Background: an optimization exercise with open tools, aiming at small area. Do not read the settings as production practice.
In this exercise RTL edits were held to simulation tests only and were not proved equivalent to the original.
Power figures rest on the tool's default switching activity, not on a simulated workload.

### flow/config.mk
export PLATFORM = sky130hd
export DESIGN_NAME = uart_16550
export DESIGN_NICKNAME = uart_16550
export VERILOG_FILES = /design/flow/design.v
export SDC_FILE = /design/flow/constraint.sdc
export NUM_CORES = 4
export LEC_CHECK = 0
export CAP_MARGIN = 20
export CORE_MARGIN = 2
export CORE_UTILIZATION = 72
export CTS_BUF_LIST = sky130_fd_sc_hd__clkbuf_16
export CTS_CLUSTER_DIAMETER = 80
export CTS_CLUSTER_SIZE = 30
export PLACE_DENSITY = 0.82
export SLEW_MARGIN = 20
### flow/constraint.sdc
create_clock -name core_clock -period 6.0 [get_ports {clk}]
set_input_delay 1.2000 -clock core_clock [delete_from_list [all_inputs] [get_ports {clk}]]
set_output_delay 1.2000 -clock core_clock [all_outputs]
set_load 0.01 [all_outputs]
### flow/design.v
module fifo_lite #(
    parameter WIDTH = 8,
    parameter DEPTH = 16,
    localparam ADDR_WIDTH = $clog2(DEPTH)
)(
    input  logic              clk,
    input  logic              rst,
    input  logic              wr_en,
    input  logic [WIDTH-1:0]  wr_data,
    input  logic              rd_en,
    output logic [WIDTH-1:0]  head,      
    output logic              empty,
    output logic              full
);
    logic [WIDTH-1:0] mem [0:DEPTH-1];
    logic [ADDR_WIDTH:0] last;    
    logic do_wr, do_rd;
    assign empty = last[ADDR_WIDTH];
    assign full  = (last == DEPTH - 1);
    assign do_wr = wr_en && !full;
    assign do_rd = rd_en && !empty;
    assign head = mem[last[ADDR_WIDTH-1:0]];
    always_ff @(posedge clk) begin
        if (do_wr) begin
            mem[0] <= wr_data;
            for (int i = 1; i < DEPTH; i++)
                mem[i] <= mem[i-1];
        end
    end
    always_ff @(posedge clk or posedge rst) begin
        if (rst)
            last <= '1;
        else if (do_wr && !do_rd)
            last <= last + 1'b1;
        else if (do_rd && !do_wr)
            last <= last - 1'b1;
    end
endmodule
module baud_gen #(
	parameter DL_WIDTH = 16,
	parameter PSD_WIDTH = 4
) (
	input  logic                 clk,
	input  logic                 reset,              
	input  logic [DL_WIDTH-1:0]  divisor_latch,      
	input  logic [PSD_WIDTH-1:0] psd,                
	input  logic                 new_baud,           
	input  logic                 enable_sample,      
	input  logic                 enable_baud,        
	output logic        baud_tick,          
	output logic        sample_tick,        
	output logic        active              
);
	logic [3:0] seq;         
	logic       stale;
	logic       mult_done;
	logic [3:0] seq_len;
	always_comb begin
		casez (psd)
			4'b0000: seq_len = 4'd4;
			4'b000?: seq_len = 4'd5;
			4'b0010: seq_len = 4'd5;
			4'b0???: seq_len = (psd == 4'b0111) ? 4'd7 : 4'd6;
			4'b1111: seq_len = 4'd8;
			default: seq_len = 4'd7;
		endcase
	end
	always_ff @(posedge clk or posedge reset) begin
		if (reset)
			seq <= '0;
		else if (seq != 0)
			seq <= seq - 1'b1;
		else if (!mult_done)
			seq <= seq_len;
	end
	always_ff @(posedge clk or posedge reset) begin
		if (reset)
			stale <= 0;
		else if (seq == 0)
			stale <= 0;
		else if (new_baud)
			stale <= 1;
	end
	always_ff @(posedge clk or posedge reset) begin
		if (reset)
			mult_done <= 0;
		else if (new_baud)
			mult_done <= 0;
		else if (seq == 4'd1 && !stale)
			mult_done <= 1;
	end
	assign active = mult_done;
	logic [PSD_WIDTH-1:0] s_pc;
	logic [DL_WIDTH-1:0]  s_dc;
	logic s_dz, s_end, s_reload;
	assign s_dz     = (s_dc == 1);
	assign s_end    = s_dz && (s_pc == 0);
	assign s_reload = !mult_done || !enable_sample || s_end;
	always_ff @(posedge clk) begin
		if (s_reload || s_dz)
			s_dc <= divisor_latch;
		else
			s_dc <= s_dc - 1'b1;
		if (s_reload)
			s_pc <= psd;
		else if (s_dz)
			s_pc <= s_pc - 1'b1;
	end
	always_ff @(posedge clk) begin
		if (!mult_done)
			sample_tick <= 0;
		else if (enable_sample)
			sample_tick <= s_end;
	end
	logic [3:0]           b_sc;
	logic [PSD_WIDTH-1:0] b_pc;
	logic [DL_WIDTH-1:0]  b_dc;
	logic b_dz, b_pz, b_end, b_reload;
	assign b_dz     = (b_dc == 1);
	assign b_pz     = b_dz && (b_pc == 0);
	assign b_end    = b_pz && (b_sc == 0);
	assign b_reload = !mult_done || !enable_baud || b_end;
	always_ff @(posedge clk) begin
		if (b_reload || b_dz)
			b_dc <= divisor_latch;
		else
			b_dc <= b_dc - 1'b1;
		if (b_reload || b_pz)
			b_pc <= psd;
		else if (b_dz)
			b_pc <= b_pc - 1'b1;
		if (b_reload)
			b_sc <= 4'd15;
		else if (b_pz)
			b_sc <= b_sc - 1'b1;
	end
	always_ff @(posedge clk) begin
		if (!mult_done)
			baud_tick <= 0;
		else if (enable_baud)
			baud_tick <= b_end;
	end
endmodule
module uart_tx (
    input  logic        clk,
    input  logic        rst,
    input  logic [7:0]  tx_data,       
    input  logic        fifo_empty,
    output logic        tx_start,      
    input  logic [1:0]  data_len,      
    input  logic        parity_en,
    input  logic        parity_even,
    input  logic        two_stop,
    input  logic        tick,
    output logic        txd,
    output logic        enable_baud
);
    localparam logic [2:0] IDLE = 3'd0, POP = 3'd1, PEND = 3'd3, START = 3'd2,
                           DATA = 3'd6, PARITY = 3'd7, STOP1 = 3'd5, STOP2 = 3'd4;
    logic [2:0] state;
    logic [7:0] shift_reg;
    logic [3:0] bit_cnt;
    logic       parity_bit;
    logic [7:0] data_mask;
    assign txd =
        (state == START)  ? 1'b0 :
        (state == DATA)   ? shift_reg[0] :
        (state == PARITY) ? parity_bit :
                            1'b1;
    assign tx_start    = (state == POP);
    assign enable_baud = (state != IDLE) && (state != POP);
    assign data_mask = {data_len == 2'd3, data_len[1], data_len != 2'd0, 5'h1F};
    always_ff @(posedge clk) begin
        if (tx_start)
            shift_reg <= tx_data;
        else if (tick && state == DATA)
            shift_reg <= {1'b0, shift_reg[7:1]};
    end
    always_ff @(posedge clk) begin
        if (tick && state == PEND) begin
            bit_cnt    <= 0;
            parity_bit <= (^(shift_reg & data_mask)) ^ !parity_even;
        end else if (tick && state == DATA) begin
            bit_cnt <= bit_cnt + 1;
        end
    end
    always_ff @(posedge clk or posedge rst) begin
        if (rst) begin
            state <= IDLE;
        end else begin
            case (state)
                IDLE: if (!fifo_empty) state <= POP;
                POP:  state <= PEND;
                default: ;
            endcase
            if (tick) begin
                case (state)
                    PEND: state <= START;
                    START: state <= DATA;
                    DATA: begin
                        if (bit_cnt == {2'b01, data_len})
                            state <= (parity_en ? PARITY : STOP1);
                    end
                    PARITY: state <= STOP1;
                    STOP1: state <= two_stop ? STOP2 : IDLE;
                    STOP2: state <= IDLE;
                    default: ;
                endcase
            end
        end
    end
endmodule
module uart_rx (
    input  logic        clk,
    input  logic        rst,
    input  logic        rxd,
    input  logic        sample_tick,
    input  logic        stop_bits,
    input  logic        parity_en,
    input  logic        parity_even,
    input  logic [3:0]  data_bits,
    input  logic        enable,
    output logic        enable_sample,
    output logic        data_ready,
    output logic [7:0]  data_out,
    output logic        parity_err,
    output logic        framing_err
);
    localparam logic [2:0] IDLE = 3'd0, START = 3'd1, DATA = 3'd2, PARITY = 3'd3, STOP = 3'd4;
    logic [2:0] state, next_state;
    logic [3:0] bit_count;
    logic [3:0] sample_count;
    logic [7:0] shift_reg;
    logic       sampled_parity;
    logic       stop_sampled;
    logic       stop_phase;
    logic [7:0] rx_word;
    logic       rx_parity;
    logic       mid;           
    logic       last_stop;     
    assign rx_word   = shift_reg >> (4'd8 - data_bits);
    assign rx_parity = (^rx_word) ^ !parity_even;
    assign mid       = (sample_count == 15);
    assign last_stop = (stop_bits && stop_phase == 1) || !stop_bits;
    always_ff @(posedge clk or posedge rst) begin
        if (rst)
            enable_sample <= 0;
        else if (state == IDLE && !rxd)
            enable_sample <= 1;
        else if (state == STOP && next_state == IDLE)
            enable_sample <= 0;
    end
    always_ff @(posedge clk)
        state <= next_state;
    always_ff @(posedge clk or posedge rst) begin
        if (rst) begin
            next_state      <= IDLE;
            shift_reg       <= 0;
            data_ready      <= 0;
            stop_phase      <= 0;
            sampled_parity  <= 0;
        end else if (sample_tick) begin
            case (state)
                IDLE:
                    next_state <= enable_sample ? START : IDLE;
                START:
                    if (sample_count == 7)
                        next_state <= rxd ? IDLE : DATA;
                    else
                        next_state <= START;
                DATA:
                    if (mid) begin
                        shift_reg <= {rxd, shift_reg[7:1]};
                        if (bit_count == data_bits - 1)
                            next_state <= (parity_en ? PARITY : STOP);
                        else
                            next_state <= DATA;
                    end else begin
                        next_state <= DATA;
                    end
                PARITY:
                    if (mid) begin
                        sampled_parity <= rxd;
                        next_state <= STOP;
                    end else begin
                        next_state <= PARITY;
                    end
                STOP:
                    if (mid) begin
                        stop_phase <= ~stop_phase;
                        if (last_stop) begin
                            data_ready <= 1;
                            next_state <= IDLE;
                            stop_phase <= 0;
                        end else begin
                            next_state <= STOP;
                        end
                    end else begin
                        next_state <= STOP;
                    end
                default: ;
            endcase
        end else begin
            data_ready <= 0;
        end
    end
    always_ff @(posedge clk) begin
        if (sample_tick) begin
            case (state)
                IDLE: begin
                    bit_count    <= 0;
                    sample_count <= 0;
                end
                START:
                    if (sample_count == 7) begin
                        if (!rxd)
                            sample_count <= 0;
                    end else begin
                        sample_count <= sample_count + 1;
                    end
                DATA, PARITY: begin
                    sample_count <= sample_count + 1;
                    if (mid && state == DATA)
                        bit_count <= bit_count + 1;
                end
                STOP: begin
                    sample_count <= sample_count + 1;
                    if (mid) begin
                        stop_sampled <= rxd;
                        if (last_stop) begin
                            data_out <= rx_word;
                            if (stop_bits)
                                framing_err <= ~(stop_sampled & rxd);
                            else
                                framing_err <= ~rxd;
                            if (parity_en)
                                parity_err <= (sampled_parity != rx_parity);
                            else
                                parity_err <= 0;
                            stop_sampled <= 0;
                        end
                    end
                end
                default: ;
            endcase
        end
    end
endmodule
module uart_top #(
    parameter DL_WIDTH = 16,
    parameter PSD_WIDTH = 4,
    parameter FIFO_DEPTH = 16
)(
    input  logic clk,
    input  logic rst,
    input  logic rxd,
    output logic txd,
    input  logic        wr_en,
    input  logic [7:0]  wr_data,
    output logic        tx_ready,
    input  logic        rd_en,
    output logic [7:0]  rd_data,
    output logic        rx_ready,
    output logic        rx_valid,
    output logic        parity_err,
    output logic        framing_err,
    output logic        overrun_err,
    input  logic [7:0]  lcr,
    input  logic [DL_WIDTH-1:0]  divisor_latch,
    input  logic [PSD_WIDTH-1:0] psd,
    input  logic                 new_baud
);
    logic baud_tick, sample_tick;
    logic enable_baud, enable_sample;
    logic       tx_start;
    logic       tx_fifo_empty, tx_fifo_full;
    logic [7:0] tx_head;
    logic [7:0] rx_data_out;
    logic       rx_data_ready;
    logic       rx_parity_err, rx_framing_err;
    logic       rx_fifo_full, rx_fifo_empty;
    logic       rx_fifo_wr_en;
    logic [7:0] rx_head;
    logic       do_rd;
    assign tx_ready = ~tx_fifo_full;
    assign rx_ready = ~rx_fifo_empty;
    assign rx_fifo_wr_en = rx_data_ready && ~rx_fifo_full;
    assign do_rd = rd_en && ~rx_fifo_empty;
    fifo_lite #(.WIDTH(8), .DEPTH(FIFO_DEPTH)) tx_fifo (
        .clk(clk),
        .rst(rst),
        .wr_en(wr_en),
        .wr_data(wr_data),
        .rd_en(tx_start),
        .head(tx_head),
        .full(tx_fifo_full),
        .empty(tx_fifo_empty)
    );
    fifo_lite #(.WIDTH(8), .DEPTH(FIFO_DEPTH)) rx_fifo (
        .clk(clk),
        .rst(rst),
        .wr_en(rx_fifo_wr_en),
        .wr_data(rx_data_out),
        .rd_en(rd_en),
        .head(rx_head),
        .full(rx_fifo_full),
        .empty(rx_fifo_empty)
    );
    always_ff @(posedge clk) begin
        if (rst)
            rd_data <= '0;
        else if (do_rd)
            rd_data <= rx_head;
    end
    always_ff @(posedge clk)
        rx_valid <= do_rd;
    baud_gen #(
        .DL_WIDTH(DL_WIDTH),
        .PSD_WIDTH(PSD_WIDTH)
    ) baud_gen_inst (
        .clk(clk),
        .reset(rst),
        .divisor_latch(divisor_latch),
        .psd(psd),
        .new_baud(new_baud),
        .enable_sample(enable_sample),
        .enable_baud(enable_baud),
        .baud_tick(baud_tick),
        .sample_tick(sample_tick),
        .active()
    );
    uart_tx tx_inst (
        .clk(clk),
        .rst(rst),
        .tx_data(tx_head),
        .fifo_empty(tx_fifo_empty),
        .tx_start(tx_start),
        .data_len(lcr[1:0]),
        .parity_en(lcr[3]),
        .parity_even(lcr[4]),
        .two_stop(lcr[2]),
        .tick(baud_tick),
        .txd(txd),
        .enable_baud(enable_baud)
    );
    uart_rx rx_inst (
        .clk(clk),
        .rst(rst),
        .rxd(rxd),
        .sample_tick(sample_tick),
        .stop_bits(lcr[2]),
        .parity_en(lcr[3]),
        .parity_even(lcr[4]),
        .data_bits(4'd5 + {2'b00, lcr[1:0]}),
        .enable(1'b1),
        .enable_sample(enable_sample),
        .data_ready(rx_data_ready),
        .data_out(rx_data_out),
        .parity_err(rx_parity_err),
        .framing_err(rx_framing_err)
    );
    always_ff @(posedge clk) begin
        parity_err   <= rx_data_ready && rx_parity_err;
        framing_err  <= rx_data_ready && rx_framing_err;
        overrun_err  <= rx_data_ready && rx_fifo_full;
    end
endmodule
module axi_ui #(
    parameter DL_WIDTH = 16,
    parameter PSD_WIDTH = 4,
    parameter FIFO_DEPTH = 16
)(
    input  logic clk,
    input  logic rst,
    input  logic [31:0] awaddr,
    input  logic        awvalid,
    output logic        awready,
    input  logic [31:0] wdata,
    input  logic [3:0]  wstrb,
    input  logic        wvalid,
    output logic        wready,
    output logic        bvalid,
    output logic [1:0]  bresp,
    input  logic        bready,
    input  logic [31:0] araddr,
    input  logic        arvalid,
    output logic        arready,
    output logic [31:0] rdata,
    output logic        rvalid,
    output logic [1:0]  rresp,
    input  logic        rready,
    output logic [7:0]  thr_out,
    output logic [7:0]  lcr_out,
    output logic [7:0]  dll_out,
    output logic [7:0]  dlm_out,
    output logic [7:0]  psd_out,
    output logic        wr_en,
    input  logic [7:0]  rd_data,
    input  logic        tx_ready,
    input  logic        rx_ready,
    input  logic        rx_valid,
    output logic        rd_en,
    input  logic        parity_err,
    input  logic        framing_err,
    input  logic        overrun_err,
    output logic        new_baud,
    output logic irq,
    output logic irq_n
);
    logic [7:0] ier;     
    logic [7:0] lcr;     
    logic [7:0] mcr;     
    logic [7:0] spr;     
    logic [7:0] dll;     
    logic [7:0] dlm;     
    logic [7:0] psd;     
    logic lsr_data_ready, lsr_overrun_err, lsr_parity_err, lsr_framing_err;
    logic lsr_thr_empty;
    logic [7:0] lsr;
    logic isr_a, isr_b, isr_none;
    logic dlab;
    logic [2:0] addr;        
    logic [7:0] axi_wr_data;
    logic axi_wr_en, axi_wr_en_d, axi_rd_en;
    logic rhr_has_data;
    logic rhr_read;
    logic [7:0] reg_rd;
    assign dlab    = lcr[7];
    assign thr_out = axi_wr_data;
    assign lcr_out = lcr;
    assign dll_out = dll;
    assign dlm_out = dlm;
    assign psd_out = psd;
    assign lsr = {1'b0, lsr_thr_empty, lsr_thr_empty, 1'b0,
                  lsr_framing_err, lsr_parity_err, lsr_overrun_err, lsr_data_ready};
    assign isr_none = !(isr_a || isr_b);
    assign irq   = !isr_none;
    assign irq_n = isr_none;
    assign bresp = 2'b00;
    assign rresp = 2'b00;
    logic [7:0] rdata_q;
    assign rdata = {24'd0, rdata_q};
    assign wready = awready;
    assign rd_en = (rx_ready && !rhr_has_data && !rx_valid);
    always_comb begin
        case (addr)
            3'd0: reg_rd = dlab ? dll : rd_data;
            3'd1: reg_rd = dlab ? dlm : ier;
            3'd2: reg_rd = {3'b000, 1'b0, isr_a, isr_b, isr_none, isr_none};
            3'd3: reg_rd = lcr;
            3'd4: reg_rd = mcr;
            3'd5: reg_rd = dlab ? psd : lsr;
            3'd6: reg_rd = 8'h00;
            default: reg_rd = spr;
        endcase
    end
    assign rhr_read = axi_rd_en && (addr == 3'd0) && !dlab;
    always_ff @(posedge clk) begin
        if (awready)
            axi_wr_data <= wdata[7:0];
        if (awready)
            addr <= awaddr[2:0];
        else if (arvalid && !arready)
            addr <= araddr[2:0];
    end
    always_ff @(posedge clk) begin
        axi_wr_en   <= awready;
        axi_wr_en_d <= axi_wr_en;
    end
    assign wr_en    = axi_wr_en_d && addr == 3'd0 && !dlab;
    assign new_baud = axi_wr_en_d && dlab && (addr == 3'd0 || addr == 3'd1 || addr == 3'd5);
    always_ff @(posedge clk or posedge rst) begin
        if (rst) begin
            awready <= 0;
            bvalid  <= 0;
        end else begin
            awready <= !awready && awvalid;
            if (axi_wr_en)
                bvalid <= 1;
            else if (bready)
                bvalid <= 0;
        end
    end
    logic [7:0] wd_z;        
    logic [7:0] wd_lcr;      
    logic [7:0] wd_dll;      
    logic       we_dll, we_dlm, we_ier, we_lcr, we_mcr, we_psd, we_spr;
    assign wd_z   = axi_wr_data & {8{!rst}};
    assign wd_lcr = {wd_z[7:2], axi_wr_data[1:0] | {2{rst}}};
    assign wd_dll = {wd_z[7:1], axi_wr_data[0] | rst};
    assign we_dll = rst || (axi_wr_en && addr == 3'd0 && dlab);
    assign we_dlm = rst || (axi_wr_en && addr == 3'd1 && dlab);
    assign we_ier = rst || (axi_wr_en && addr == 3'd1 && !dlab);
    assign we_lcr = rst || (axi_wr_en && addr == 3'd3);
    assign we_mcr = rst || (axi_wr_en && addr == 3'd4);
    assign we_psd = rst || (axi_wr_en && addr == 3'd5 && dlab);
    assign we_spr = rst || (axi_wr_en && addr[2:1] == 2'b11);
    always_ff @(posedge clk) begin
        if (we_dll) dll <= wd_dll;
        if (we_dlm) dlm <= wd_z;
        if (we_ier) ier <= wd_z;
        if (we_lcr) lcr <= wd_lcr;
        if (we_mcr) mcr <= wd_z;
        if (we_psd) psd <= wd_z;
        if (we_spr) spr <= wd_z;
    end
    assign axi_rd_en = arready;
    always_ff @(posedge clk or posedge rst) begin
        if (rst) begin
            arready    <= 0;
            rvalid     <= 0;
            rdata_q <= 0;
        end else begin
            arready <= arvalid && !arready;
            if (axi_rd_en) begin
                rvalid     <= 1;
                rdata_q <= reg_rd;
            end else if (rready) begin
                rvalid <= 0;
            end
        end
    end
    always_ff @(posedge clk or posedge rst) begin
        if (rst) begin
            rhr_has_data <= 0;
        end else if (rhr_read) begin
            rhr_has_data <= 0;
        end else if (rx_valid) begin
            rhr_has_data <= 1;
        end
    end
    always_ff @(posedge clk) begin
        lsr_data_ready  <= rhr_has_data;
        lsr_overrun_err <= overrun_err;
        lsr_parity_err  <= parity_err;
        lsr_framing_err <= framing_err;
        lsr_thr_empty   <= tx_ready;
    end
    always_ff @(posedge clk or posedge rst) begin
        if (rst) begin
            isr_a <= 0;
            isr_b <= 0;
        end else begin
            if (ier[2] && (parity_err || framing_err || overrun_err)) begin
                isr_a <= 1;
                isr_b <= 1;
            end else if (ier[0] && rhr_has_data) begin
                isr_a <= 1;
                isr_b <= 0;
            end else if (ier[1] && tx_ready) begin
                isr_a <= 0;
                isr_b <= 1;
            end else begin
                isr_a <= 0;
                isr_b <= 0;
            end
        end
    end
endmodule
module uart_16550 #(
    parameter DL_WIDTH = 16,
    parameter PSD_WIDTH = 4,
    parameter FIFO_DEPTH = 16
)(
    input  logic clk,
    input  logic rst,
    input  logic [31:0] awaddr,
    input  logic        awvalid,
    output logic        awready,
    input  logic [31:0] wdata,
    input  logic [3:0]  wstrb,
    input  logic        wvalid,
    output logic        wready,
    output logic        bvalid,
    output logic [1:0]  bresp,
    input  logic        bready,
    input  logic [31:0] araddr,
    input  logic        arvalid,
    output logic        arready,
    output logic [31:0] rdata,
    output logic        rvalid,
    output logic [1:0]  rresp,
    input  logic        rready,
    output logic irq,
    output logic irq_n,
    input  logic rxd,
    output logic txd
);
    logic [7:0] thr, lcr, dll, dlm, psd;
    logic wr_en, rd_en;
    logic [7:0] rd_data;
    logic tx_ready, rx_ready, rx_valid;
    logic parity_err, framing_err, overrun_err;
    logic new_baud;
    uart_top #(
        .DL_WIDTH(DL_WIDTH),
        .PSD_WIDTH(PSD_WIDTH),
        .FIFO_DEPTH(FIFO_DEPTH)
    ) uart_core (
        .clk(clk),
        .rst(rst),
        .rxd(rxd),
        .txd(txd),
        .wr_en(wr_en),
        .wr_data(thr),
        .tx_ready(tx_ready),
        .rd_en(rd_en),
        .rd_data(rd_data),
        .rx_ready(rx_ready),
        .rx_valid(rx_valid),
        .parity_err(parity_err),
        .framing_err(framing_err),
        .overrun_err(overrun_err),
        .lcr(lcr),
        .divisor_latch({dlm, dll}),
        .psd(psd[3:0]),
        .new_baud(new_baud)
    );
    axi_ui #(
        .DL_WIDTH(DL_WIDTH),
        .PSD_WIDTH(PSD_WIDTH),
        .FIFO_DEPTH(FIFO_DEPTH)
    ) ui (
        .clk(clk),
        .rst(rst),
        .awaddr(awaddr),
        .awvalid(awvalid),
        .awready(awready),
        .wdata(wdata),
        .wvalid(wvalid),
        .wstrb(wstrb),
        .wready(wready),
        .bvalid(bvalid),
        .bresp(bresp),
        .bready(bready),
        .araddr(araddr),
        .arvalid(arvalid),
        .arready(arready),
        .rdata(rdata),
        .rvalid(rvalid),
        .rresp(rresp),
        .rready(rready),
        .thr_out(thr),
        .lcr_out(lcr),
        .dll_out(dll),
        .dlm_out(dlm),
        .psd_out(psd),
        .wr_en(wr_en),
        .rd_en(rd_en),
        .rd_data(rd_data),
        .tx_ready(tx_ready),
        .rx_ready(rx_ready),
        .rx_valid(rx_valid),
        .parity_err(parity_err),
        .framing_err(framing_err),
        .overrun_err(overrun_err),
        .new_baud(new_baud),
        .irq(irq),
        .irq_n(irq_n)
    );
endmodule
### flow/flow/run.sh
#!/bin/bash
# The standard layout (standard.sh), with four changes:
#  - the logic is mapped by an area-oriented ABC script (flow/area.script);
#    synthesis is otherwise the standard flow's own (flow/synth_area.tcl repeats
#    synth_recipe.tcl and only swaps the ABC script),
#  - ports are buffered with the smallest buffer,
#  - clock tree synthesis inserts no dummy loads,
#  - the constant outputs share one tie cell.
# Each tool's output goes to its ORFS log under orfs/logs; make's output
# goes to standard.log here.
set -euo pipefail
here=$(pwd)
diff <(tail -n +2 synth_recipe.tcl) <(grep -v '^ *#' flow/synth_area.tcl | sed -n '/^source/,$p') > synth_diff.log || true
bash standard.sh \
  SYNTH_SCRIPT=$here/flow/synth_area.tcl \
  "BUFFER_PORTS_ARGS=-buffer_cell sky130_fd_sc_hd__buf_1" \
  "CTS_ARGS=-sink_clustering_enable -repair_clock_nets -sink_clustering_size 30 -sink_clustering_max_diameter 80 -buf_list sky130_fd_sc_hd__clkbuf_16 -dont_use_dummy_load" \
  SKIP_REPAIR_TIE_FANOUT=1 \
  finish > standard.log 2>&1
### flow/flow/area.script
strash
&get -n
&fraig -x
&put
scorr
dc2
dretime
strash
&get -n
&syn2
&dch -f
&nf -a -R 1000
&put
&get -n
&dch -f
&nf -a -R 1000
&put
### flow/flow/synth_area.tcl
proc synth {args} { yosys synth -nofsm -noshare {*}$args }
# Map the logic with an area-oriented ABC script (the flip-flops are mapped
# before this step and are left as the standard synthesis makes them)
set ::area_abc_script [file join [file dirname [file normalize [info script]]] area.script]
proc abc {args} {
  set i [lsearch -exact $args -script]
  if { $i >= 0 } { lset args [expr { $i + 1 }] $::area_abc_script }
  yosys abc {*}$args
}
source $::env(SCRIPTS_DIR)/synth.tcl
# left out here: clear keep_hierarchy, flatten, clean up, hide names made inside functions, write 1_2_yosys.v
### flow/standard.sh
#!/bin/bash
# synth_recipe.tcl (not shown) runs the flow's synth.tcl, then flattens the netlist and writes it again
# the make line also repeats each setting of config.mk as NAME=value (left out here)
make -C /OpenROAD-flow-scripts/flow DESIGN_CONFIG=/design/flow/config.mk WORK_HOME=/design/flow/orfs CLKGATE_MAP_FILE= SYNTH_SCRIPT=/design/flow/synth_recipe.tcl "${@:-finish}"
==> results.py, run 1 <==
metrics = {
    "die": {
        "design.core.area_um2": 26130,
        "dieHeight_um": 167.4,
        "die_x_um": 167.4,
        "ios": 152,
        "rows": 59,
        "die-area_um2": 28040,
        "start_util_pct": 73.60,
    },
    "final_layout": {
        "multi_input_area_um2": 5628,
        "layout_common_cells": "359 x edfxtp_1, 117 x nor2_1, 109 x nand2_1",
        "drive_gt1_share_pct": 3.250,
        "fin_nets": 1583,
        "seq_area_um2": 13300,
        "mostFrequentLayoutCell": "edfxtp_1",
        "fill_cells": 1557,
        "reg.largest.list": "uart_core.rx_fifo.mem x128, uart_core.tx_fifo.mem x128",
        "syn_to_final_growth_pct": 4.801,
        "antenna_cells": 0,
    },
    "clocking": {
        "path_clk_slew_ns": 0.10,
        "clkLatencyLatePin_ns": 0.55,
        "clock_sinks": 472,
        "h-tree-depth": 1,
        "cts_root_buf": "clkbuf_16",
        "cts_buffer_depth": 3,
        "cts_inserted_buffers": 19,
        "cts_tree": "built",
        "post_cts.repair.setup_buffers": 0,
        "cts-hold-fix-buffers": 0,
        "cts_resized": 0,
    },
    "sta": {
        "final-setup-viol-count": 0,
        "rsz0062_at_grt": "no",
        "fmax_mhz": 265.0,
        "worst_slew_pin_slew_ns": 1.140,
        "slew_headroom_pct": 23.40,
        "setup_tns_ns": 0,
        "maxSlewViolCount": 0,
        "period_share_pct": 62.89,
        "finalHoldViolCount": 0,
        "clock_skew_ns": 0.04921,
        "period_needed_ns": 3.773,
        "setup_ws_ns": 2.227,
    },
    "logic_synthesis": {
        "ys_seq_area_share_pct": 69.15,
        "yosys.area.top_type": "edfxtp_1",
        "synthArstFlopShare_pct": 10.38,
        "syn_avg_cell_area_um2": 13.66,
        "netlist_area_um2": 19230,
        "synth.area.top_cells": "edfxtp_1 56%, dfxtp_1 6.7%, dfrtp_1 5.1%",
        "synthDistinctLibCells": 56,
        "synthesis.instances": 1408,
        "synth_edf_count": 359,
        "synthFlopType": "edfxtp_1",
        "yosys_warnings": 7,
        "synth.ff_latch_count": 472,
        "synth_nets": 1543,
        "yosysTopAreaCellShare_pct": 56.05,
    },
    "detailed_routing": {
        "firstDrtPassIters": 17,
        "via_count": 12090,
        "viasPerCell": 6.790,
        "drc_errors": 0,
        "wl_per_cell_um": 23.41,
        "drtAntennaViolNets": 0,
        "finalWirelength_um": 41690,
        "first_iter_violations": 1599,
    },
    "grt": {
        "grt_usage_pct": 29.73,
        "antenna_found_initial": 0,
        "grt_pass1_vias": 11660,
        "grt_max_degree": 88,
        "grt_pass1_wl_um": 64750,
        "overflow": 0,
    },
    "setup_path": {
        "crit_type": "register to register",
        "crit_path_max_fanout": 43,
        "cp.arrival_ns": 4.26,
        "critPathCaptureType": "register",
        "cp.required_ns": 6.49,
        "startpoint_type": "register",
    },
    "pwr": {
        "power_mw": 7.039,
        "peakVddDrop_uv": 314.4,
        "leakage_nw": 6.807,
        "powerDensity_nw_per_um2": 349.2,
    },
    "placement": {
        "place_congestion": 0.9155,
        "place_ws_ns": 2.311,
        "numPortBuffers": 36,
        "hpwl_um": 28250,
    },
    "run_status": {
        "status": "complete, no violations",
    },
    "job": {
        "maxCapViolations": 0,
    },
    "worst_hold_path": {
        "hp-class": "register to register",
    },
}
cell usage after synthesis, drive strengths merged (6+ instances only):
master and number:
nand2b 20, nand2 110, mux2 25, dfxtp 64, nor2b 26, a21o 10, xnor2 41, and3 16
a32o 7, dfstp 10, a32oi 20, nand4 15, ha 25, a22o 15, buf 29, nand3 26
o22a 6, a31oi 13, o2111ai 8, and2 12, nor3 46, nor4 13, edfxtp 359, mux2i 27
o22ai 8, a22oi 34, clkinv 29, xor2 24, nor2 117, o211ai 7, a21oi 65, a221oi 23
dfrtp 39, o21ai 65
cells by family after synthesis:
group	synth area share, %
muxes	2.869
other	0.01950
DFF	69.15
adders and majority gates	1.835
AOI/OAI and AO/OA	11.25
and+or+nand+nor	10.21
buffers and inverters	1.698
xor gates and xnor gates	2.960
per-layer routing:
layer,vias to the layer above,track usage (%),routed length (µm)
li1,5455,-,-
met1,5841,43.07,17070
met2,700,47.83,19600
met3,97,4.420,3706
met4,0,9.074,1310
met5,-,0,0
critical path, stage by stage (launching register included):
cell	delay [ns]
edfxtp_1	0.55
or3_1	0.53
nor2_1	0.31
and3_4	0.63
ha_1	0.30
clkinv_1	0.17
fa_1	0.49
a21o_1	0.18
a21oi_1	0.17
xnor2_1	0.08
nor2_1	0.12
xor2_1	0.15
report_power, final:
| group | leakage, nW | switching (mW) | internal (mW) | total (mW) |
|---|---|---|---|---|
| sequential | 4.43 | 0.388 | 3.83 | 4.22 |
| clock | 0.234 | 0.896 | 0.574 | 1.47 |
| combinational | 2.14 | 0.822 | 0.531 | 1.35 |
metrics by stage:
step / area [µm²] / hold slack (ns) / utilization, % / instances
after floorplan: 19240 / 0.3308 / - / 1408
after global placement: 19670 / 0.3504 / 75.28 / 1762
after detailed placement: 19670 / 0.3527 / 75.28 / 1762
after CTS: 20150 / 0.3679 / 77.10 / 1781
after global routing: 20160 / 0.3763 / 77.13 / 1781
final: 20160 / 0.3699 / 77.13 / 1781
area by class of cell:
cell class                 count  share of cell area [%]
sequential                   472                   65.98
multi-input combinational    878                   27.92
clock buffer                  19                   2.359
tap                          335                   2.079
timing repair buffer          48                   1.117
inverter                      29                  0.5400
path summary, 6_finish.rpt:
check | slack, ns | to | cells past startpoint | startpoint
hold / removal | 0.37 | ui.lsr_parity_err$_DFF_P_ | 0 | uart_core.parity_err$_DFF_P_
max in group asynchronous | 4.07 | uart_core.tx_fifo.last[0]$_DFFE_PP1P_ | 3 | rst
setup / recovery | 2.23 | uart_core.tx_fifo.last[4]$_DFFE_PP1P_ | 11 | ui.addr[1]$_DFFE_PP_
setup reg to reg | 2.23 | uart_core.tx_fifo.last[4]$_DFFE_PP1P_ | 11 | ui.addr[1]$_DFFE_PP_
hold reg to reg | 0.37 | ui.lsr_parity_err$_DFF_P_ | 0 | uart_core.parity_err$_DFF_P_
min in group asynchronous | 1.02 | ui.bvalid$_DFFE_PP0P_ | 2 | rst
==> inputs of run 2 (changes only) <==
--- a/flow/flow/run.sh
+++ b/flow/flow/run.sh
@@ -1,3 +1,3 @@
 #!/bin/bash
-# The standard layout (standard.sh), with four changes:
+# The standard layout (standard.sh), with these changes:
 #  - the logic is mapped by an area-oriented ABC script (flow/area.script);
@@ -5,2 +5,3 @@
 #    synth_recipe.tcl and only swaps the ABC script),
+#  - adders are left to ABC (no full/half adder extraction),
 #  - ports are buffered with the smallest buffer,
@@ -17,3 +18,3 @@
   "CTS_ARGS=-sink_clustering_enable -repair_clock_nets -sink_clustering_size 30 -sink_clustering_max_diameter 80 -buf_list sky130_fd_sc_hd__clkbuf_16 -dont_use_dummy_load" \
-  SKIP_REPAIR_TIE_FANOUT=1 \
+  SKIP_REPAIR_TIE_FANOUT=1 ADDER_MAP_FILE= \
   finish > standard.log 2>&1
==> run 2 against run 1 <==
  * Die area decreased by 5.2%
  * Sequential share of layout area grew 3.2 points
  * Synthesized area decreased by 5.4%
  * Worst hold slack improved by 0.011 ns
  * First-iteration DRC count grew 27%
  * Sequential cell count unchanged
  * Non-clock buffer count up 16
  * Final area down 4.6%
  * Worst setup slack better by 0.26 ns
  * Core utilization fell by 0.10 points
  * Largest power group unchanged
==> results.py, run 2 <==
metrics = {
    "placement": {
        "place_ws_ns": 2.552,
        "hpwl_um": 26530,
        "placed_cell_area_um2": 18750,
        "numPortBuffers": 36,
        "place_congestion": 0.8859,
    },
    "final_layout": {
        "fin_nets": 1429,
        "drive_gt1_share_pct": 4.625,
        "stdcell_area_um2": 19230,
        "layout_common_cells": "359 x edfxtp_1, 107 x nand2_1, 102 x nor2_1",
        "postLayoutCoreUtil_pct": 77.03,
        "reg.largest.list": "uart_core.rx_fifo.mem x128, uart_core.tx_fifo.mem x128",
        "fill_cells": 1478,
        "mostFrequentLayoutCell": "edfxtp_1",
        "syn_to_final_growth_pct": 5.651,
        "antenna_cells": 0,
    },
    "grt": {
        "grtUsageMet2_pct": 48.25,
        "grt_use_met3_pct": 3.972,
        "grt_pass1_wl_um": 60780,
        "grt_pass1_vias": 10750,
        "grt_usage_pct": 30.35,
        "antenna_found_initial": 1,
        "grt_max_degree": 70,
        "grt.met1_usage_pct": 44.59,
        "overflow": 0,
        "grt_busiest_layer": "met2",
    },
    "sta": {
        "final-setup-viol-count": 0,
        "clock_skew_ns": 0.03078,
        "period_needed_ns": 3.515,
        "fmax_mhz": 284.5,
        "maxSlewViolCount": 0,
        "period_share_pct": 58.58,
        "setup_ws_ns": 2.485,
        "slew_headroom_pct": 27.64,
        "finalHoldViolCount": 0,
        "setup_tns_ns": 0,
        "rsz0062_at_grt": "no",
        "worst_slew_pin_slew_ns": 1.081,
        "hold_ws_ns": 0.3806,
    },
    "pwr": {
        "powerDensity_nw_per_um2": 330.4,
        "power_frac_seq_pct": 62.6,
        "leakage_nw": 6.353,
        "peakVddDrop_uv": 256.4,
        "comb_power_share_pct": 14.1,
        "power.switching_mw": 1.684,
        "clkPwrFrac_pct": 23.3,
        "swShare_pct": 26.51,
        "p_int_mw": 4.670,
    },
    "setup_path": {
        "crit_path_max_fanout": 69,
        "cp.required_ns": 6.15,
        "startpoint_type": "register",
        "crit_type": "register to register",
        "cp.arrival_ns": 3.67,
        "critPathCaptureType": "register",
        "r2r-start": "ui.addr[1]$_DFFE_PP_",
        "timing.critical_path.from": "ui.addr[1]$_DFFE_PP_",
    },
    "logic_synthesis": {
        "synth.ff_latch_count": 472,
        "netlist_area_um2": 18200,
        "synthArstFlopShare_pct": 10.38,
        "synthDistinctLibCells": 52,
        "yosys_warnings": 7,
        "synthFlopType": "edfxtp_1",
        "synthesis.instances": 1265,
        "synthMostInstantiatedCell": "edfxtp_1",
        "yosys.area.top_type": "edfxtp_1",
        "synth.area.top_cells": "edfxtp_1 59%, dfxtp_1 7.0%, dfrtp_1 5.4%",
        "synth_edf_count": 359,
        "synth_nets": 1373,
        "syn_avg_cell_area_um2": 14.39,
        "ys_seq_area_share_pct": 73.07,
        "synth_common_cells": "359 x edfxtp_1, 107 x nand2_1, 102 x nor2_1",
        "yosysTopAreaCellShare_pct": 59.23,
    },
    "clocking": {
        "cts_root_buf": "clkbuf_16",
        "cts_inserted_buffers": 19,
        "cts_tree": "built",
        "post_cts.repair.setup_buffers": 0,
        "path_clk_slew_ns": 0.11,
        "cts_buffer_depth": 3,
        "cts_resized": 0,
        "cts-hold-fix-buffers": 0,
        "clkLatencyLatePin_ns": 0.54,
        "clock_sinks": 472,
        "h-tree-depth": 1,
    },
    "die": {
        "start_util_pct": 72.91,
        "ios": 152,
        "rows": 58,
        "die_x_um": 163.0,
        "design.core.area_um2": 24960,
        "die-area_um2": 26570,
        "dieHeight_um": 163.0,
    },
    "detailed_routing": {
        "firstDrtPassIters": 10,
        "via_count": 11490,
        "first_iter_violations": 2026,
        "drc_errors": 0,
        "wl_per_cell_um": 24.47,
        "finalWirelength_um": 40350,
        "viasPerCell": 6.970,
        "drtAntennaViolNets": 0,
    },
    "worst_hold_path": {
        "worstHoldStart": "uart_core.parity_err$_DFF_P_",
        "hp-class": "register to register",
    },
    "run_status": {
        "status": "complete, no violations",
    },
    "job": {
        "maxCapViolations": 0,
    },
}
[run 2: kinds of logic (layout without fill, tap and decap cells)]
group	Yosys count	after routing	synth area share [%]
AO/OA/AOI/OAI	292	292	11.52
flip-flops	472	472	73.07
multiplexers	31	31	1.856
XOR/XNOR	50	50	2.406
buffers and inverters	51	105	1.650
AND/OR/NAND/NOR	368	368	9.473
other	1	1	0.02060
[run 2: area by class of cell]
type | instances | area, µm² | share of cell area (%)
Sequential cell | 472 | 13300 | 69.17
Multi-Input combinational cell | 742 | 4613 | 23.99
Clock buffer | 19 | 475.5 | 2.473
Tap cell | 330 | 412.9 | 2.147
Timing Repair Buffer | 64 | 345.3 | 1.796
Inverter | 22 | 82.58 | 0.4294
[run 2: worst max-delay path: stages, from the launching register on]
cell	delay (ns)
edfxtp_1	0.60
or3_1	0.53
nor2_1	0.31
and3_4	0.84
buf_4	0.75
[run 2: per-stage QoR]
stage | total power [mW] | std cells
6_report | 6.354 | 1649
5_1_grt | 6.559 | 1649
4_1_cts | 6.334 | 1649
3_5_place_dp | 4.914 | 1630
3_3_place_gp | 4.856 | 1630
2_1_floorplan | 4.610 | 1265
[run 2: path summary, 6_finish.rpt]
check | end | slack (ns) | depth (start not counted)
hold reg to reg | ui.lsr_parity_err$_DFF_P_ | 0.38 | 0
max in group asynchronous | uart_core.tx_fifo.last[1]$_DFFE_PP1P_ | 4.15 | 4
hold / removal | ui.lsr_parity_err$_DFF_P_ | 0.38 | 0
min in group asynchronous | ui.rhr_has_data$_DFFE_PP0P_ | 0.96 | 3
setup reg to reg | uart_core.tx_fifo.mem[1][7]$_DFFE_PP_ | 2.49 | 4
setup / recovery | uart_core.tx_fifo.mem[1][7]$_DFFE_PP_ | 2.49 | 4
[run 2: routing by layer]
metal	vias up	wire length, µm
met2	792	18960
met4	0	1358
met3	112	4497
met1	5546	15540
met5	-	0
li1	5043	-
[run 2: power groups by stage]
stage	Sequential [mW]	Clock, mW	Combinational, mW
detailed placement	4.04	0	0.877
global route	4.00	1.58	0.981
global placement	4.02	0	0.834
finish	3.98	1.48	0.898
CTS	3.97	1.48	0.883
floorplan	3.98	0	0.629
==> inputs of run 3 (changes only) <==
--- a/flow/flow/area.script
+++ b/flow/flow/area.script
@@ -9,3 +9,3 @@
 &get -n
-&syn2
+&syn4
 &dch -f
@@ -17 +17,5 @@
 &put
+&get -n
+&dch -f
+&nf -a -R 1000
+&put
==> run 3 against run 2 <==
  * Largest cell class unchanged
  * Wire length fell by 0.80%
  * Clock skew fell by 0.014 ns
  * Sequential cell count did not move
  * Worst hold slack got worse by 0.018 ns
  * Worst setup slack improved by 0.30 ns
  * Non-clock buffer count fell by 3
  * Highest routed layer unchanged
  * Maximum frequency rose by 9.5%
  * Register-to-register slack improved by 0.30 ns
  * Critical endpoint is now uart_core.baud_gen_inst.b_dc[6]$_DFF_P_
  * Largest power group unchanged
==> results.py, run 3 <==
metrics = {
    "logic_synthesis": {
        "synthFlopType": "edfxtp_1",
        "yosys_warnings": 7,
        "yosys.area.top_type": "edfxtp_1",
        "yosysTopAreaCellShare_pct": 59.36,
        "synthArstFlopShare_pct": 10.38,
        "synth.area.top_cells": "edfxtp_1 59%, dfxtp_1 7.1%, dfrtp_1 5.4%",
        "synthesis.instances": 1263,
        "yosys.area_share.simple_pct": 9.893,
        "syn_avg_cell_area_um2": 14.38,
        "synth_nets": 1371,
        "synth_top_family_by_area": "compound AO/OA/AOI/OAI gates",
        "netlist_area_um2": 18160,
        "synthDistinctLibCells": 52,
        "synthAdderAreaFrac_pct": 0,
        "synth_compound_area_share_pct": 11.81,
        "synth_edf_count": 359,
        "synthXorXnorAreaFrac_pct": 2.315,
        "synth.ff_latch_count": 472,
        "synth_common_cells": "359 x edfxtp_1, 109 x nand2_1, 102 x nor2_1",
        "synthMostInstantiatedCell": "edfxtp_1",
        "synthMuxAreaShare_pct": 1.199,
        "ys_seq_area_share_pct": 73.23,
    },
    "grt": {
        "grt_usage_pct": 30.02,
        "grt_max_degree": 72,
        "overflow": 0,
        "grt_pass1_vias": 10940,
        "grt_pass1_wl_um": 60740,
        "antenna_found_initial": 0,
    },
    "detailed_routing": {
        "firstDrtPassIters": 7,
        "wl_per_cell_um": 24.35,
        "finalWirelength_um": 40030,
        "drc_errors": 0,
        "drtAntennaViolNets": 0,
        "viasPerCell": 7.049,
        "first_iter_violations": 2129,
        "via_count": 11590,
    },
    "sta": {
        "setup_tns_ns": 0,
        "period_share_pct": 53.51,
        "maxSlewViolCount": 0,
        "worst_slew_pin_slew_ns": 1.056,
        "slew_headroom_pct": 29.09,
        "final-setup-viol-count": 0,
        "hold_ws_ns": 0.3621,
        "period_needed_ns": 3.211,
        "clock_skew_ns": 0.01656,
        "rsz0062_at_grt": "no",
        "finalHoldViolCount": 0,
        "fmax_mhz": 311.5,
    },
    "clocking": {
        "post_cts.repair.setup_buffers": 0,
        "cts_resized": 0,
        "cts_tree": "built",
        "cts_inserted_buffers": 19,
        "clock_sinks": 472,
        "clkLatencyLatePin_ns": 0.53,
        "cts_buffer_depth": 3,
        "cts-hold-fix-buffers": 0,
        "cts_root_buf": "clkbuf_16",
        "path_clk_slew_ns": 0.11,
        "h-tree-depth": 1,
    },
    "die": {
        "ios": 152,
        "start_util_pct": 72.75,
        "die_x_um": 162.8,
        "design.core.area_um2": 24960,
        "die-area_um2": 26510,
        "rows": 58,
        "dieHeight_um": 162.8,
    },
    "placement": {
        "hpwl_um": 26570,
        "place_congestion": 0.9088,
        "place_inst": 1624,
        "numPortBuffers": 36,
    },
    "setup_path": {
        "crit_type": "register to register",
        "r2r.worst_path.cells": 10,
        "path_cells": "nor4_1 -> nand2_1 -> or3_1 -> or3_1 -> or3_1 -> o21a_1 -> nand2_1 -> buf_8 -> a21oi_1 -> a21o_1",
        "crit_top_cell": "or3_1",
        "r2r_end": "uart_core.baud_gen_inst.b_dc[6]$_DFF_P_",
        "crit_slowest_cell": "or3_1",
        "reg2reg_slack_ns": 2.79,
        "critPathMaxStageDelay_ns": 0.52,
        "cp.required_ns": 6.44,
        "cp.arrival_ns": 3.65,
        "r2r-start": "uart_core.baud_gen_inst.b_dc[7]$_DFF_P_",
        "crit_path_max_fanout": 30,
        "startpoint_type": "register",
        "critPathCaptureType": "register",
    },
    "pwr": {
        "leakage_nw": 6.202,
        "peakVddDrop_uv": 261.3,
        "powerDensity_nw_per_um2": 315.7,
    },
    "final_layout": {
        "antenna_cells": 0,
        "fin_nets": 1424,
        "final_cells": 1644,
        "fill_cells": 1485,
        "syn_to_final_growth_pct": 5.663,
        "layout_common_cells": "359 x edfxtp_1, 109 x nand2_1, 102 x nor2_1",
        "postLayoutCoreUtil_pct": 76.87,
        "reg.largest.list": "uart_core.rx_fifo.mem x128, uart_core.tx_fifo.mem x128",
        "mostFrequentLayoutCell": "edfxtp_1",
        "drive_gt1_share_pct": 4.642,
    },
    "worst_hold_path": {
        "worstHoldStart": "uart_core.parity_err$_DFF_P_",
        "hp-class": "register to register",
        "holdPathStages": 0,
        "holdPathEnd": "ui.lsr_parity_err$_DFF_P_",
    },
    "job": {
        "maxCapViolations": 0,
    },
    "run_status": {
        "status": "complete, no violations",
    },
}
[run 3: cell count changes in the layout (fill, tap and decap cells not counted), moves of 5 or more]
cell,before,now
a222oi_1,53,65
nor2b_1,16,23
a221oi_1,27,32
a31oi_1,12,19
mux2_1,22,14
o21ai_0,67,59
o22ai_1,10,5
clkinv_1,21,15
a21oi_1,42,52
a22oi_1,29,16
[run 3: worst max-delay path by stage]
stage | start | to | slack, ns
2_1_floorplan | ui.addr[1]$_DFFE_PP_ | uart_core.tx_fifo.last[2]$_DFFE_PP1P_ | 0.03
3_3_place_gp | uart_core.baud_gen_inst.b_dc[7]$_DFF_P_ | uart_core.baud_gen_inst.b_dc[10]$_DFF_P_ | 2.58
3_5_place_dp | uart_core.baud_gen_inst.b_dc[7]$_DFF_P_ | uart_core.baud_gen_inst.b_dc[3]$_DFF_P_ | 2.48
4_1_cts | uart_core.baud_gen_inst.b_dc[7]$_DFF_P_ | uart_core.baud_gen_inst.b_dc[3]$_DFF_P_ | 2.44
5_1_grt | uart_core.baud_gen_inst.b_dc[7]$_DFF_P_ | uart_core.baud_gen_inst.b_dc[6]$_DFF_P_ | 2.61
6_report | uart_core.baud_gen_inst.b_dc[7]$_DFF_P_ | uart_core.baud_gen_inst.b_dc[6]$_DFF_P_ | 2.79
[run 3: kinds of logic (layout without fill, tap and decap cells)]
family	Yosys count	count (layout)
mux	20	20
other cells	1	1
simple gates	382	382
flops	472	472
xor+xnor	48	48
compound gates	295	295
buf+inv	45	96
[run 3: power by group]
| group | internal [mW] | switching [mW] | total (mW) | leakage, nW |
|---|---|---|---|---|
| combinational | 0.263 | 0.440 | 0.703 | 1.72 |
| sequential | 3.69 | 0.189 | 3.88 | 4.25 |
| clock | 0.575 | 0.901 | 1.48 | 0.234 |
| total | 4.53 | 1.53 | 6.06 | 6.20 |
[run 3: routing by layer]
layer  up-vias  global-route usage [%]  routed length [µm]
met5         -                       0                   0
li1       5070                       -                   -
met1      5637                   43.33               15320
met2       766                   47.65               18910
met4         0                   10.18                1485
met3       115                   4.940                4320
[run 3: layout make-up]
class | count | area, µm² | share of cell area, %
multi-input combinational | 746 | 4612 | 24.03
inverter | 16 | 60.06 | 0.3129
tap | 330 | 412.9 | 2.152
clock buffer | 19 | 475.5 | 2.478
sequential | 472 | 13300 | 69.31
timing repair buffer | 61 | 330.3 | 1.721
[run 3: through the flow]
step	setup WS, ns	total power [mW]	cell area [µm²]
after CTS	2.441	6.042	19160
after detailed placement	2.476	4.616	18690
final	2.789	6.059	19190
after global placement	2.575	4.580	18690
after global routing	2.608	6.258	19190
after floorplan	0.03035	4.386	18160
[run 3: worst max-delay path, delay by kind of cell, from the launching register on]
family	cells	cell delay [ns]
AO/OA/AOI/OAI	3	0.43
buffers and inverters	1	0.24
flip-flops	1	0.37
AND/OR/NAND/NOR	6	2.07
==> inputs of run 4 (changes only) <==
--- a/flow/flow/area.script
+++ b/flow/flow/area.script
@@ -17,5 +17 @@
 &put
-&get -n
-&dch -f
-&nf -a -R 1000
-&put
==> run 4 against run 3 <==
  * Still clean on timing, DRC and antenna
  * Worst hold slack better by 0.012 ns
  * Sequential cell count stayed put
  * Synthesized area is 0.14% lower
  * Highest routed layer unchanged
==> results.py, run 4 <==
metrics = {
    "run_status": {
        "status": "complete, no violations",
    },
    "clocking": {
        "path_clk_slew_ns": 0.11,
        "clkLatencyLatePin_ns": 0.53,
        "cts_tree": "built",
        "cts_root_buf": "clkbuf_16",
        "post_cts.repair.setup_buffers": 0,
        "h-tree-depth": 1,
        "cts-hold-fix-buffers": 0,
        "cts_buffer_depth": 3,
        "clock_sinks": 472,
        "cts_inserted_buffers": 19,
        "cts_resized": 0,
    },
    "detailed_routing": {
        "finalWirelength_um": 39960,
        "firstDrtPassIters": 8,
        "drc_errors": 0,
        "first_iter_violations": 2186,
        "wl_per_cell_um": 24.53,
        "via_count": 11440,
        "viasPerCell": 7.025,
        "drtAntennaViolNets": 0,
    },
    "setup_path": {
        "crit_type": "register to register",
        "r2r-start": "uart_core.baud_gen_inst.b_dc[1]$_DFF_P_",
        "startpoint_type": "register",
        "cp.arrival_ns": 3.94,
        "cp.required_ns": 6.44,
        "critPathCaptureType": "register",
        "critPathMaxStageDelay_ns": 0.62,
        "r2r.worst_path.cells": 9,
        "crit_path_max_fanout": 36,
        "crit_slowest_cell": "or4_1",
        "path_cells": "or4_1 -> nor4_1 -> nand3_1 -> or3_1 -> or3_1 -> o21ai_0 -> nand2b_2 -> a21oi_1 -> a21o_1",
        "reg2reg_slack_ns": 2.50,
        "timing.critical_path.from": "uart_core.baud_gen_inst.b_dc[1]$_DFF_P_",
        "r2r_end": "uart_core.baud_gen_inst.b_dc[6]$_DFF_P_",
        "crit_top_cell": "or3_1",
    },
    "final_layout": {
        "drive_gt1_share_pct": 3.926,
        "fin_nets": 1409,
        "layout_common_cells": "359 x edfxtp_1, 109 x nand2_1, 106 x nor2_1",
        "mostFrequentLayoutCell": "edfxtp_1",
        "antenna_cells": 0,
        "syn_to_final_growth_pct": 5.222,
        "fill_cells": 1503,
        "reg.largest.list": "uart_core.rx_fifo.mem x128, uart_core.tx_fifo.mem x128",
    },
    "sta": {
        "slew_headroom_pct": 28.28,
        "setup_tns_ns": 0,
        "fmax_mhz": 285.5,
        "final-setup-viol-count": 0,
        "clock_skew_ns": 0.01543,
        "finalHoldViolCount": 0,
        "rsz0062_at_grt": "no",
        "period_needed_ns": 3.503,
        "worst_slew_pin_slew_ns": 1.074,
        "period_share_pct": 58.38,
        "maxSlewViolCount": 0,
    },
    "logic_synthesis": {
        "synth_edf_count": 359,
        "ys_seq_area_share_pct": 73.34,
        "yosys.area.top_type": "edfxtp_1",
        "synthFlopType": "edfxtp_1",
        "synthMostInstantiatedCell": "edfxtp_1",
        "synthDistinctLibCells": 50,
        "syn_avg_cell_area_um2": 14.44,
        "synth_nets": 1364,
        "synthesis.instances": 1256,
        "synth_common_cells": "359 x edfxtp_1, 109 x nand2_1, 106 x nor2_1",
        "netlist_area_um2": 18140,
        "synth.area.top_cells": "edfxtp_1 59%, dfxtp_1 7.1%, dfrtp_1 5.4%",
        "yosys_warnings": 7,
        "synth.ff_latch_count": 472,
        "yosysTopAreaCellShare_pct": 59.44,
        "synthArstFlopShare_pct": 10.38,
    },
    "job": {
        "maxCapViolations": 0,
    },
    "worst_hold_path": {
        "holdPathStages": 0,
        "holdPathEnd": "ui.lsr_parity_err$_DFF_P_",
        "worstHoldStart": "uart_core.parity_err$_DFF_P_",
        "hp-class": "register to register",
    },
    "grt": {
        "overflow": 0,
        "grt_max_degree": 87,
        "antenna_found_initial": 0,
        "grt_pass1_vias": 10870,
        "grt_usage_pct": 30.16,
        "grt_pass1_wl_um": 60580,
    },
    "pwr": {
        "power_mw": 6.073,
        "powerDensity_nw_per_um2": 318.2,
        "peakVddDrop_uv": 308.7,
        "leakage_nw": 6.153,
    },
    "die": {
        "design.core.area_um2": 24960,
        "rows": 58,
        "die_x_um": 162.7,
        "dieHeight_um": 162.7,
        "die-area_um2": 26470,
        "ios": 152,
        "start_util_pct": 72.65,
    },
    "placement": {
        "numPortBuffers": 36,
        "hpwl_um": 26470,
        "place_congestion": 0.8749,
    },
}
==> run 4: cell types whose count changed in the layout (fill, tap and decap cells not counted), moves of 4 or more <==
cell,before,now
nor2b_1,23,18
a21oi_1,52,37
o21ai_0,59,66
nand3_1,23,30
nor3_1,38,30
nand4_1,13,8
nor2_1,102,106
a31oi_1,19,25
buf_4,24,17
a222oi_1,65,69
xor2_1,18,23
==> run 4: worst max-delay path by stage <==
| stage | end | depth (start not counted) |
|---|---|---|
| 2_1_floorplan | uart_core.tx_fifo.last[3]$_DFFE_PP1P_ | 6 |
| 3_3_place_gp | uart_core.baud_gen_inst.b_pc[0]$_DFFE_PP_ | 7 |
| 3_5_place_dp | uart_core.baud_gen_inst.b_dc[10]$_DFF_P_ | 8 |
| 4_1_cts | uart_core.baud_gen_inst.b_dc[12]$_DFF_P_ | 8 |
| 5_1_grt | uart_core.baud_gen_inst.b_dc[11]$_DFF_P_ | 8 |
| 6_report | uart_core.baud_gen_inst.b_dc[6]$_DFF_P_ | 9 |
==> run 4: critical path: cells and delay by family (launching register included) <==
family	cells	cell delay (ns)
flops	1	0.37
compound gates	3	0.49
simple gates	6	2.54
==> run 4: final cells by class <==
| type | count | area, µm² | area share, % |
|---|---|---|---|
| multi-input cells | 741 | 4579 | 24.00 |
| inverters | 14 | 52.55 | 0.2754 |
| repair buffers | 53 | 262.8 | 1.377 |
| flip-flops and latches | 472 | 13300 | 69.70 |
| clock buffers | 19 | 475.5 | 2.491 |
| well taps | 330 | 412.9 | 2.164 |
==> run 4: logic make-up (layout without fill, tap and decap cells) <==
| family | Yosys count | after routing | synth area share, % |
|---|---|---|---|
| simple gates | 371 | 371 | 9.486 |
| compound gates | 297 | 297 | 11.97 |
| xor+xnor | 54 | 54 | 2.608 |
| buf+inv | 43 | 86 | 1.490 |
| mux | 18 | 18 | 1.090 |
| flops | 472 | 472 | 73.34 |
| other cells | 1 | 1 | 0.02068 |
==> run 4: through the flow <==
stage / worst slack (ns) / hold slack (ns) / utilization [%] / area [µm²] / cells
global route: 2.265 / 0.3840 / 76.44 / 19080 / 1629
finish: 2.497 / 0.3738 / 76.44 / 19080 / 1629
global placement: 2.273 / 0.3651 / 74.51 / 18600 / 1610
detailed placement: 2.133 / 0.3662 / 74.51 / 18600 / 1610
CTS: 2.109 / 0.3747 / 76.41 / 19080 / 1629
floorplan: 0.1418 / 0.3308 / - / 18140 / 1256
==> run 4: routing by layer <==
metal / up-vias / share of wire [%] / track usage [%]
li1: 5024 / - / -
met5: - / 0 / 0
met2: 741 / 48 / 48.92
met3: 94 / 10 / 3.718
met1: 5584 / 39 / 43.66
met4: 0 / 3.2 / 9.775
==> run 4: power by group <==
part           total (mW)  leakage [nW]  internal [mW]  switching [mW]
sequential           3.89          4.31           3.69           0.197
clock                1.48         0.234          0.575           0.902
combinational       0.709          1.61          0.264           0.445
total                6.07          6.15           4.53            1.54
==> inputs of run 5 (changes only) <==
--- a/flow/config.mk
+++ b/flow/config.mk
@@ -9,3 +9,3 @@
 export CORE_MARGIN = 2
-export CORE_UTILIZATION = 72
+export CORE_UTILIZATION = 78
 export CTS_BUF_LIST = sky130_fd_sc_hd__clkbuf_16
@@ -13,3 +13,3 @@
 export CTS_CLUSTER_SIZE = 30
-export PLACE_DENSITY = 0.82
+export PLACE_DENSITY = 0.88
 export SLEW_MARGIN = 20
==> run 5 against run 4 <==
  * Worst hold slack got worse by 0.0038 ns
  * First-iteration DRC count decreased by 4.8%
  * Synthesized cell count unchanged
  * Global-route usage increased by 2.3 points
  * Clock power about the same
  * Total power decreased by 0.43%
  * Sequential power about the same
  * Clock-buffer cell count unchanged
  * Highest routed layer unchanged
  * Final cell count decreased by 2.8%
  * Sequential share of layout area increased by 0.18 points
  * Maximum frequency increased by 1.4%
==> results.py, run 5 <==
metrics = {
    "run_status": {
        "status": "complete, no violations",
    },
    "logic_synthesis": {
        "synthArstFlopShare_pct": 10.38,
        "yosys.area.top_type": "edfxtp_1",
        "ys_seq_area_share_pct": 73.34,
        "synth.area.top_cells": "edfxtp_1 59%, dfxtp_1 7.1%, dfrtp_1 5.4%",
        "syn_avg_cell_area_um2": 14.44,
        "netlist_area_um2": 18140,
        "synth_common_cells": "359 x edfxtp_1, 109 x nand2_1, 106 x nor2_1",
        "synth_nets": 1364,
        "synthDistinctLibCells": 50,
        "yosysTopAreaCellShare_pct": 59.44,
        "synth_edf_count": 359,
        "synthesis.instances": 1256,
        "synth.ff_latch_count": 472,
        "yosys_warnings": 7,
        "synthMostInstantiatedCell": "edfxtp_1",
        "synthFlopType": "edfxtp_1",
    },
    "grt": {
        "grt_usage_pct": 32.46,
        "grt_pass1_wl_um": 60220,
        "grt_max_degree": 77,
        "overflow": 0,
        "grt_pass1_vias": 11060,
        "antenna_found_initial": 0,
    },
    "clocking": {
        "cts_buffer_depth": 3,
        "cts_root_buf": "clkbuf_16",
        "cts-hold-fix-buffers": 0,
        "post_cts.repair.setup_buffers": 0,
        "h-tree-depth": 1,
        "path_clk_slew_ns": 0.11,
        "cts_resized": 0,
        "cts_tree": "built",
        "clkLatencyLatePin_ns": 0.53,
        "cts_inserted_buffers": 19,
        "clock_sinks": 472,
    },
    "sta": {
        "finalHoldViolCount": 0,
        "fmax_mhz": 289.6,
        "rsz0062_at_grt": "no",
        "period_share_pct": 57.56,
        "final-setup-viol-count": 0,
        "slew_headroom_pct": 21.24,
        "worst_slew_pin_slew_ns": 1.171,
        "maxSlewViolCount": 0,
        "setup_tns_ns": 0,
        "period_needed_ns": 3.453,
        "clock_skew_ns": 0.02617,
        "hold_ws_ns": 0.3700,
    },
    "die": {
        "design.core.area_um2": 22710,
        "rows": 55,
        "ios": 152,
        "start_util_pct": 79.86,
        "die_x_um": 156.5,
        "dieHeight_um": 156.5,
        "die-area_um2": 24490,
    },
    "final_layout": {
        "final_cells": 1584,
        "drive_gt1_share_pct": 4.080,
        "fill_cells": 1121,
        "reg.largest.list": "uart_core.rx_fifo.mem x128, uart_core.tx_fifo.mem x128",
        "fin_nets": 1409,
        "syn_to_final_growth_pct": 4.953,
        "mostFrequentLayoutCell": "edfxtp_1",
        "layout_common_cells": "359 x edfxtp_1, 109 x nand2_1, 105 x nor2_1",
        "antenna_cells": 0,
    },
    "detailed_routing": {
        "viasPerCell": 7.268,
        "first_iter_violations": 2081,
        "via_count": 11510,
        "wl_per_cell_um": 24.93,
        "finalWirelength_um": 39480,
        "drtAntennaViolNets": 0,
        "drc_errors": 0,
        "firstDrtPassIters": 9,
    },
    "placement": {
        "numPortBuffers": 36,
        "place_inst": 1565,
        "place_congestion": 0.9161,
        "hpwl_um": 26450,
    },
    "setup_path": {
        "path_cells": "or4_1 -> nor4_1 -> nand3_1 -> or3_1 -> or3_1 -> o21ai_0 -> nand2b_2 -> a21oi_1 -> a21o_1",
        "startpoint_type": "register",
        "cp.required_ns": 6.44,
        "crit_path_max_fanout": 36,
        "critPathCaptureType": "register",
        "r2r.worst_path.cells": 9,
        "critPathMaxStageDelay_ns": 0.61,
        "reg2reg_slack_ns": 2.55,
        "crit_buf_inv": 0,
        "crit_slowest_cell": "or4_1",
        "critical_path.top_delay_family": "simple AND/OR/NAND/NOR gates",
        "r2r-start": "uart_core.baud_gen_inst.b_dc[1]$_DFF_P_",
        "crit_type": "register to register",
        "r2r_end": "uart_core.baud_gen_inst.b_dc[6]$_DFF_P_",
        "cp.arrival_ns": 3.89,
        "crit_top_cell": "or3_1",
    },
    "worst_hold_path": {
        "worstHoldStart": "uart_core.parity_err$_DFF_P_",
        "holdPathEnd": "ui.lsr_parity_err$_DFF_P_",
        "holdPathStages": 0,
        "hp-class": "register to register",
    },
    "pwr": {
        "peakVddDrop_uv": 279.0,
        "leakage_nw": 6.155,
        "powerDensity_nw_per_um2": 317.6,
    },
    "job": {
        "maxCapViolations": 0,
    },
}
==> run 5: worst reg2reg max path: stages (launching register included) <==
cell and delay (ns):
dfxtp_1 0.36, or4_1 0.61, nor4_1 0.21, nand3_1 0.29, or3_1 0.46, or3_1 0.38, o21ai_0 0.21, nand2b_2 0.55
a21oi_1 0.10, a21o_1 0.17
==> run 5: final cells by class <==
cell class | count | area (µm²) | share of cell area (%)
sequential | 472 | 13300 | 69.87
multi-input combinational | 741 | 4587 | 24.10
timing repair buffer | 53 | 262.8 | 1.380
inverter | 14 | 52.55 | 0.2761
clock buffer | 19 | 475.5 | 2.498
tap | 285 | 356.6 | 1.873
==> run 5: stage by stage <==
step                power, mW  worst slack, ns  utilization (%)  cell area [µm²]
finish                  6.046            2.547            83.82            19030
global route            6.232            2.300            83.82            19030
CTS                     6.032            2.231            83.75            19020
detailed placement      4.633            2.239            81.66            18540
global placement        4.585            2.311            81.66            18540
floorplan               4.391           0.1418                -            18140
==> run 5: metal layers <==
layer / wire length, µm / vias to the layer above / track usage (%)
met1: 14560 / 5489 / 46.23
li1: - / 5020 / -
met4: 1572 / 0 / 12.19
met5: 0 / - / 0
met2: 18740 / 876 / 51.90
met3: 4610 / 127 / 5.289
==> run 5: worst max path at each step <==
stage	start	to	slack (ns)	cells past startpoint
after floorplan	ui.addr[1]$_DFFE_PP_	uart_core.tx_fifo.last[3]$_DFFE_PP1P_	0.14	6
after global placement	uart_core.baud_gen_inst.b_dc[1]$_DFF_P_	uart_core.baud_gen_inst.b_pc[0]$_DFFE_PP_	2.31	7
after detailed placement	uart_core.baud_gen_inst.b_dc[1]$_DFF_P_	uart_core.baud_gen_inst.b_dc[13]$_DFF_P_	2.24	8
after CTS	uart_core.baud_gen_inst.b_dc[1]$_DFF_P_	uart_core.baud_gen_inst.b_dc[14]$_DFF_P_	2.23	8
after global routing	uart_core.baud_gen_inst.b_dc[1]$_DFF_P_	uart_core.baud_gen_inst.b_dc[6]$_DFF_P_	2.30	9
final	uart_core.baud_gen_inst.b_dc[1]$_DFF_P_	uart_core.baud_gen_inst.b_dc[6]$_DFF_P_	2.55	9
==> run 5: cell families (layout without fill, tap and decap cells) <==
group	Yosys count	in the layout	share of synthesized area (%)
AOI/OAI and AO/OA	297	297	11.97
muxes	18	18	1.090
xor gates and xnor gates	54	54	2.608
and+or+nand+nor	371	371	9.486
DFF	472	472	73.34
buffers and inverters	43	86	1.490
other	1	1	0.02068
==> run 5: power by group <==
part | total [mW] | switching, mW | leakage (nW) | internal, mW
registers | 3.89 | 0.195 | 4.31 | 3.69
clock network | 1.46 | 0.889 | 0.234 | 0.574
logic | 0.698 | 0.438 | 1.61 | 0.261
total | 6.05 | 1.52 | 6.15 | 4.52

re-timing with driven ports:
No port has a modelled driver above. Below, the same layouts with a new extraction and two added sets of constraints. Step 1: set_driving_cell puts a clkbuf_16 on clk and a buf_2 on each other input, an assumption about the parent block. Step 2 times the ports against the registers' clock, not the clock port: input delays grow and output delays shrink by t, the midpoint of the rising clock arrivals with the driver on. Slacks: ideal ports / drivers / drivers and shift; pairs: ideal ports / drivers.
| run | t (ns) | slack for setup (ns) | worst data-port slew with drivers (ns) |
|---|---|---|---|
| run 1 | 0.579 | 2.227 / 2.227 / 2.227 | 0.04 |
| run 2 | 0.580 | 2.485 / 2.485 / 2.485 | 0.03 |
| run 3 | 0.570 | 2.789 / 2.789 / 2.789 | 0.04 |
| run 4 | 0.573 | 2.497 / 2.497 / 2.497 | 0.04 |
| run 5 | 0.564 | 2.547 / 2.547 / 2.547 | 0.04 |
After both steps setup and hold are still met in every run listed.
